Context: an optimization exercise on an open-source flow, tuned for small area, a short achievable clock period and few clock cycles. The choices shown serve that exercise and are no tape-out recipe. In this exercise RTL edits were held to simulation tests only and were not proved equivalent to the original. The flow treats the clock pin as an ideal source. Dropping or thinning the clock tree relies on that and would not hold on a real chip.

==> flow/design.v (excerpt) <==
module HT_TOP(
    clk,
    rst_n,
    in_valid,
    in_weight,
    out_mode,
    out_valid,
    out_code
);
clock: 20.0 ns
lec_check: 0
abc_area: 1
cap_margin: 20
cell_pad_in_sites_detail_placement: 2
cell_pad_in_sites_global_placement: 2
core_margin: 2
core_utilization: 50
cts_cluster_diameter: 300
cts_cluster_size: 60
place_density: 0.6
slew_margin: 20
standard.sh (not shown) runs the stock make flow with config.mk's settings and CLKGATE_MAP_FILE= SYNTH_SCRIPT=/design/flow/synth_recipe.tcl, a recipe that flattens the netlist after the stock synthesis.
==> flow/flow/run.sh <==
#!/bin/bash
# The standard layout (the standard.sh, unchanged synthesis), with a
# faster buffer on the ports than the one buffer_ports picks by default.
set -euo pipefail
export BUFFER_PORTS_ARGS="-buffer_cell sky130_fd_sc_hd__buf_4"
bash standard.sh > standard_flow.log 2>&1
The starting point failed in global placement without I/O (3_1_place_gp_skip_io).
Testbench counts at the start, summed over its fixed seeds: cycles 38,938.
Then changed:
==> flow/run.sh (new file) <==
#!/bin/bash
# synth_recipe.tcl (not shown) runs the flow's synth.tcl, then flattens the netlist and writes it again
# the make line also repeats each setting of config.mk as NAME=value (left out here)
make -C /OpenROAD-flow-scripts/flow DESIGN_CONFIG=/design/flow/config.mk WORK_HOME=/design/flow/orfs CLKGATE_MAP_FILE= SYNTH_SCRIPT=/design/flow/synth_recipe.tcl finish
ABC_AREA = unset   (was 1)
CORE_UTILIZATION = 25   (was 50)
CTS_CLUSTER_DIAMETER = unset   (was 300)
CTS_CLUSTER_SIZE = unset   (was 60)
PLACE_DENSITY = 0.3   (was 0.6)
removed: flow/flow/run.sh
removed: flow/standard.sh
=> With this change the flow finished with timing, DRC and antenna clean; area after synthesis grows by about 6%; synthesized cell count shrinks by 8.5%.
Then changed:
==> flow/flow/run.sh (new file) <==
#!/bin/bash
# The standard layout (the standard.sh, unchanged synthesis), with a
# faster buffer on the ports than the one buffer_ports picks by default.
set -euo pipefail
export BUFFER_PORTS_ARGS="-buffer_cell sky130_fd_sc_hd__buf_4"
bash standard.sh > standard_flow.log 2>&1
==> flow/standard.sh (new file) <==
#!/bin/bash
# synth_recipe.tcl (not shown) runs the flow's synth.tcl, then flattens the netlist and writes it again
# the make line also repeats each setting of config.mk as NAME=value (left out here)
make -C /OpenROAD-flow-scripts/flow DESIGN_CONFIG=/design/flow/config.mk WORK_HOME=/design/flow/orfs CLKGATE_MAP_FILE= SYNTH_SCRIPT=/design/flow/synth_recipe.tcl "${@:-finish}"
ABC_AREA = 1   (was unset)
removed: flow/run.sh
The changed run completed with no timing, DRC or antenna violations.
Design area drops by about 4.3%.
Routed wire length drops by about 10%.
Via count drops by 0.83%.
Area after synthesis drops by about 5.4%.
Clock skew hardly moves.
Count of clock-buffer cells in the layout drops by 2.
Utilization climbs by 0.47 points.
Cell count climbs by 8.2%.
Worst hold slack loses 13 ps.
Then changed:
CORE_UTILIZATION = 35   (was 25)
CTS_CLUSTER_DIAMETER = 300   (was unset)
CTS_CLUSTER_SIZE = 60   (was unset)
PLACE_DENSITY = 0.5   (was 0.3)
Wire length went down by 7.2%; maximum frequency barely changes; register-to-register slack hardly moves; hold slack improved by 9.4 ps; die area went down by 28%.
Then changed:
CORE_UTILIZATION = 25   (was 35)
CTS_BUF_LIST = sky130_fd_sc_hd__clkbuf_8   (was unset)
CTS_CLUSTER_DIAMETER = unset   (was 300)
CTS_CLUSTER_SIZE = unset   (was 60)
PLACE_DENSITY = 0.3   (was 0.5)
- The changed run finished clean
- first-iteration DRC count decreases by 22%
- sequential share of layout area decreases by 0.29 points
- wire length increases by 7.8%
- final area increases by 0.84%
- fmax decreases by 0.84%

* * *

HT_TOP, a different RTL version from the one above (not shown whole).
Size: about 87 flip-flops, roughly 9 I/O pins, ~0.0057 mm² of cells after synthesis.
Design HT_TOP, start of the top module:
module HT_TOP(clk, rst_n, in_valid, in_weight, out_mode, out_valid, out_code);
  input clk;
  wire clk;
  input rst_n;
  wire rst_n;
  input in_valid;
  wire in_valid;
  input [2:0] in_weight;
  wire [2:0] in_weight;
  input out_mode;
  wire out_mode;
  output out_valid;
  reg out_valid;
  output out_code;
  reg out_code;
  wire gw0000;
  wire gw0001;
  wire [1:0] gw0002;
  wire [1:0] gw0003;
  wire [1:0] gw0004;
  wire [1:0] gw0005;
  wire [3:0] gw0006;
  wire [2:0] gw0007;
  wire [2:0] gw0008;
  wire [2:0] gw0009;
  wire [3:0] gw0010;
  wire [3:0] gw0011;
  wire [2:0] gw0012;
  wire gw0013;
  wire gw0014;
  wire gw0015;
  wire gw0016;
  wire gw0017;
  wire gw0018;
  wire gw0019;
  wire gw0020;
  wire gw0021;
  wire gw0022;
  wire gw0023;
  wire gw0024;
  wire gw0025;
  wire gw0026;
  wire gw0027;
  wire gw0028;
  wire gw0029;
  wire gw0030;
  wire gw0031;
  wire gw0032;
  wire gw0033;
  wire gw0034;
  wire gw0035;
  wire gw0036;
  wire gw0037;
  wire gw0038;
  wire gw0039;
  wire gw0040;
  wire gw0041;
  wire gw0042;
  wire gw0043;
  wire gw0044;
  wire gw0045;
  wire gw0046;
  wire gw0047;
  wire gw0048;
  wire gw0049;
  wire gw0050;
  wire gw0051;
  wire gw0052;
  wire gw0053;
  wire gw0054;
  wire gw0055;
  wire gw0056;
  wire gw0057;
  wire gw0058;
  wire gw0059;
  wire gw0060;
  wire gw0061;
  wire gw0062;
  wire gw0063;
  wire gw0064;
  wire gw0065;
  wire gw0066;
  wire gw0067;
  wire gw0068;
  wire gw0069;
  wire gw0070;
  wire gw0071;
  wire gw0072;
  wire gw0073;
  wire gw0074;
  ...
==> flow/config.mk <==
export PLATFORM = sky130hd
export DESIGN_NAME = HT_TOP
export DESIGN_NICKNAME = HT_TOP
export VERILOG_FILES = /design/flow/design.v
export SDC_FILE = /design/flow/constraint.sdc
export NUM_CORES = 4
export LEC_CHECK = 0
export ABC_AREA = 1
export CAP_MARGIN = 20
export CELL_PAD_IN_SITES_DETAIL_PLACEMENT = 2
export CELL_PAD_IN_SITES_GLOBAL_PLACEMENT = 2
export CORE_MARGIN = 2
export CORE_UTILIZATION = 35
export PLACE_DENSITY = 0.5
export SLEW_MARGIN = 20
==> flow/constraint.sdc <==
create_clock -name core_clock -period 20.0 [get_ports {clk}]
set_input_delay 4.0000 -clock core_clock [delete_from_list [all_inputs] [get_ports {clk}]]
set_output_delay 4.0000 -clock core_clock [all_outputs]
set_load 0.01 [all_outputs]
==> flow/flow/run.sh <==
#!/bin/bash
# The standard layout (the standard.sh, unchanged synthesis) with two
# changes made through ORFS's hooks and variables:
#  - a faster buffer on the ports than the one buffer_ports picks by default;
#  - at the end of the CTS step (flow/cts_post.tcl): a single-level clock
#    tree in place of TritonCTS's two levels, then each combinational gate
#    moved to its smallest drive that keeps the setup slack.
set -euo pipefail
export BUFFER_PORTS_ARGS="-buffer_cell sky130_fd_sc_hd__buf_4"
export POST_CTS_TCL="$(pwd)/flow/cts_post.tcl"
bash standard.sh > standard_flow.log 2>&1
==> flow/flow/cts_post.tcl <==
# Runs at the end of ORFS's CTS step (POST_CTS_TCL hook).
# Replaces the two-level tree TritonCTS built with a single level: the clock
# port drives four clkbuf_16 buffers, each driving the flip-flops of one
# quadrant of the placed flip-flops, so every flip-flop sees one buffer delay.
set block [ord::get_db_block]
set db [ord::get_db]
set master [$db findMaster sky130_fd_sc_hd__clkbuf_16]
set port_net [$block findNet clk]

# clock sinks: the CLK pins of all flip-flops
set sinks {}
foreach inst [$block getInsts] {
  set mname [[$inst getMaster] getName]
  if {![string match "sky130_fd_sc_hd__*df*" $mname]} { continue }
  set it [$inst findITerm CLK]
  if {$it eq "NULL" || $it eq ""} { continue }
  set bb [$inst getBBox]
  lappend sinks [list $it [expr {([$bb xMin] + [$bb xMax]) / 2}] [expr {([$bb yMin] + [$bb yMax]) / 2}]]
}
puts "manual cts: [llength $sinks] sinks"

# remove TritonCTS's buffers and their nets
set old_nets {}
foreach inst [$block getInsts] {
  if {[string match "clkbuf_*" [$inst getName]] || [string match "clkload*" [$inst getName]]} {
    set out [$inst findITerm X]
    if {$out ne "NULL" && $out ne ""} {
      set n [$out getNet]
      if {$n ne "NULL" && $n ne ""} { lappend old_nets $n }
    }
    puts "manual cts: removing [$inst getName] ([[$inst getMaster] getName])"
    odb::dbInst_destroy $inst
  }
}
foreach s $sinks { [lindex $s 0] disconnect }
foreach n [lsort -unique $old_nets] {
  if {[$n getName] ne "clk"} { odb::dbNet_destroy $n }
}

# split the sinks into quadrants: halves by x, then each half by y
set sorted [lsort -integer -index 1 $sinks]
set half [expr {[llength $sorted] / 2}]
set groups {}
foreach part [list [lrange $sorted 0 [expr {$half - 1}]] [lrange $sorted $half end]] {
  set ys [lsort -integer -index 2 $part]
  set h2 [expr {[llength $ys] / 2}]
  lappend groups [lrange $ys 0 [expr {$h2 - 1}]] [lrange $ys $h2 end]
}
set g 0
foreach grp $groups {
  if {[llength $grp] == 0} { continue }
  set sx 0; set sy 0
  foreach s $grp { incr sx [lindex $s 1]; incr sy [lindex $s 2] }
  set cx [expr {$sx / [llength $grp]}]
  set cy [expr {$sy / [llength $grp]}]
  set inst [odb::dbInst_create $block $master "clkbuf_manual_$g"]
  $inst setLocation $cx $cy
  $inst setPlacementStatus PLACED
  set net [odb::dbNet_create $block "clknet_manual_$g"]
  $net setSigType CLOCK
  [$inst findITerm A] connect $port_net
  [$inst findITerm X] connect $net
  foreach s $grp { [lindex $s 0] connect $net }
  puts "manual cts: buffer $g at ($cx, $cy) drives [llength $grp] sinks"
  incr g
}
$port_net setSigType CLOCK


# Area recovery: synthesis maps for speed against a delay target far below
# what the design needs, so many gates come out in stronger drives than the
# clock period calls for.  Move each combinational gate to its smallest drive
# that keeps every path at least 0.35 ns better than the present worst setup
# slack (the output paths, which gate sizes do not change); the margin covers
# the routed parasitics that come later.
set_propagated_clock [all_clocks]
estimate_parasitics -placement
set ws0 [sta::worst_slack -max]
set target [expr {$ws0 + 0.35}]
puts "downsize: worst slack $ws0"
set n 0
set undone 0
foreach inst [$block getInsts] {
  set m [[$inst getMaster] getName]
  if {![regexp {^(sky130_fd_sc_hd__[a-z0-9]+)_([0-9]+)$} $m -> base drv]} { continue }
  if {[string match "*df*" $base] || [string match "*conb*" $base] || [string match "*tap*" $base] || [string match "*clkbuf*" $base]} { continue }
  set iname [$inst getName]
  if {[string match "input*" $iname] || [string match "output*" $iname]} { continue }
  set pins [get_pins -of_objects [get_cells $iname] -filter "direction == output"]
  foreach d {0 1 2 4} {
    if {$d >= $drv} { break }
    set small [$db findMaster ${base}_$d]
    if {$small eq "NULL" || $small eq ""} { continue }
    replace_cell [get_cells $iname] ${base}_$d
    estimate_parasitics -placement
    set ok 1
    foreach p $pins {
      set path [find_timing_paths -through $p -path_delay max]
      if {[llength $path] && [get_property [lindex $path 0] slack] < $target} { set ok 0 }
    }
    if {$ok && [sta::worst_slack -max] >= $ws0 - 0.001} {
      incr n
      break
    }
    replace_cell [get_cells $iname] $m
    estimate_parasitics -placement
    incr undone
  }
}
puts "downsize: $n gates made smaller, $undone tries undone; worst slack now [sta::worst_slack -max]"

detailed_placement
check_placement -verbose
estimate_parasitics -placement
report_clock_skew
repair_timing -hold -verbose
detailed_placement
check_placement -verbose
report_checks -path_delay max -to [all_outputs]
Testbench counts at the start, summed over its fixed seeds: cycles 37,738.
Next try:
--- a/flow/flow/cts_post.tcl
+++ b/flow/flow/cts_post.tcl
@@ -73 +73 @@
-# that keeps every path at least 0.35 ns better than the present worst setup
+# that keeps every path at least 0.15 ns better than the present worst setup
@@ -79 +79 @@
-set target [expr {$ws0 + 0.35}]
+set target [expr {$ws0 + 0.15}]
The new run completed with no timing, DRC or antenna violations.
Wire length hardly moves.
Flip-flop and latch count is unchanged.
Synthesized area is unchanged.
Final cell count stays the same.
Global-route usage is unchanged.
Fmax stays flat.
Setup slack hardly moves.
Next try:
--- a/flow/flow/run.sh
+++ b/flow/flow/run.sh
@@ -9 +9 @@
-export BUFFER_PORTS_ARGS="-buffer_cell sky130_fd_sc_hd__buf_4"
+export BUFFER_PORTS_ARGS="-buffer_cell sky130_fd_sc_hd__buf_2"
--- a/flow/flow/cts_post.tcl
+++ b/flow/flow/cts_post.tcl
@@ -73 +73 @@
-# that keeps every path at least 0.15 ns better than the present worst setup
+# that keeps every path at least 0.35 ns better than the present worst setup
@@ -79 +79 @@
-set target [expr {$ws0 + 0.15}]
+set target [expr {$ws0 + 0.35}]
Outcome: The new run produced a clean layout. Global-route usage climbs by 0.70 points. Critical path depth is unchanged. Core utilization stays flat. Area after synthesis stays the same. Flip-flop and latch count is unchanged.
No run of this note takes its clock network from TritonCTS; it comes from the design's own scripts or RTL.

afterwards: timing with drivers on the ports:
The flow's constraints put no driver on any port. The routed layouts listed below were extracted and timed again, unchanged, in two steps.
Step 1: set_driving_cell puts a clkbuf_16 on clk and a buf_2 on each other input, an assumption about the parent block.
Step 2 adds t to the input delays and takes it off the output delays; t is the mean of the earliest and latest rising clock arrival at the registers after step 1. Input paths then give back, and output paths get back, about the clock's delay inside the block.
Slacks: ideal / step 1 / step 2; pairs: ideal / step 1.
run | t (ns) | setup WS [ns] | hold WS [ns] | pins driven straight from the clock port
the second run of note 1 | 0.403 | 14.739 / 14.691 / 14.824 | 0.480 / 0.480 / 0.480 | 1
the third run of note 1 | 0.404 | 15.109 / 15.062 / 15.443 | 0.468 / 0.468 / 0.468 | 1
the fourth run of note 1 | 0.395 | 15.110 / 15.066 / 15.461 | 0.477 / 0.477 / 0.477 | 1
the fifth run of note 1 | 0.427 | 15.069 / 15.026 / 15.451 | 0.473 / 0.473 / 0.473 | 1
the first run of note 2 | 0.254 | 15.322 / 15.226 / 15.347 | 0.482 / 0.482 / 0.482 | 4
the second run of note 2 | 0.252 | 15.323 / 15.229 / 15.351 | 0.482 / 0.482 / 0.482 | 4
the third run of note 2 | 0.251 | 15.332 / 15.237 / 15.313 | 0.482 / 0.482 / 0.482 | 4
After both steps setup and hold are still met in every run listed. The setup slack of the third run of note 2, which loses most, moves by -0.095 ns with the drivers and by -0.019 ns with both steps.
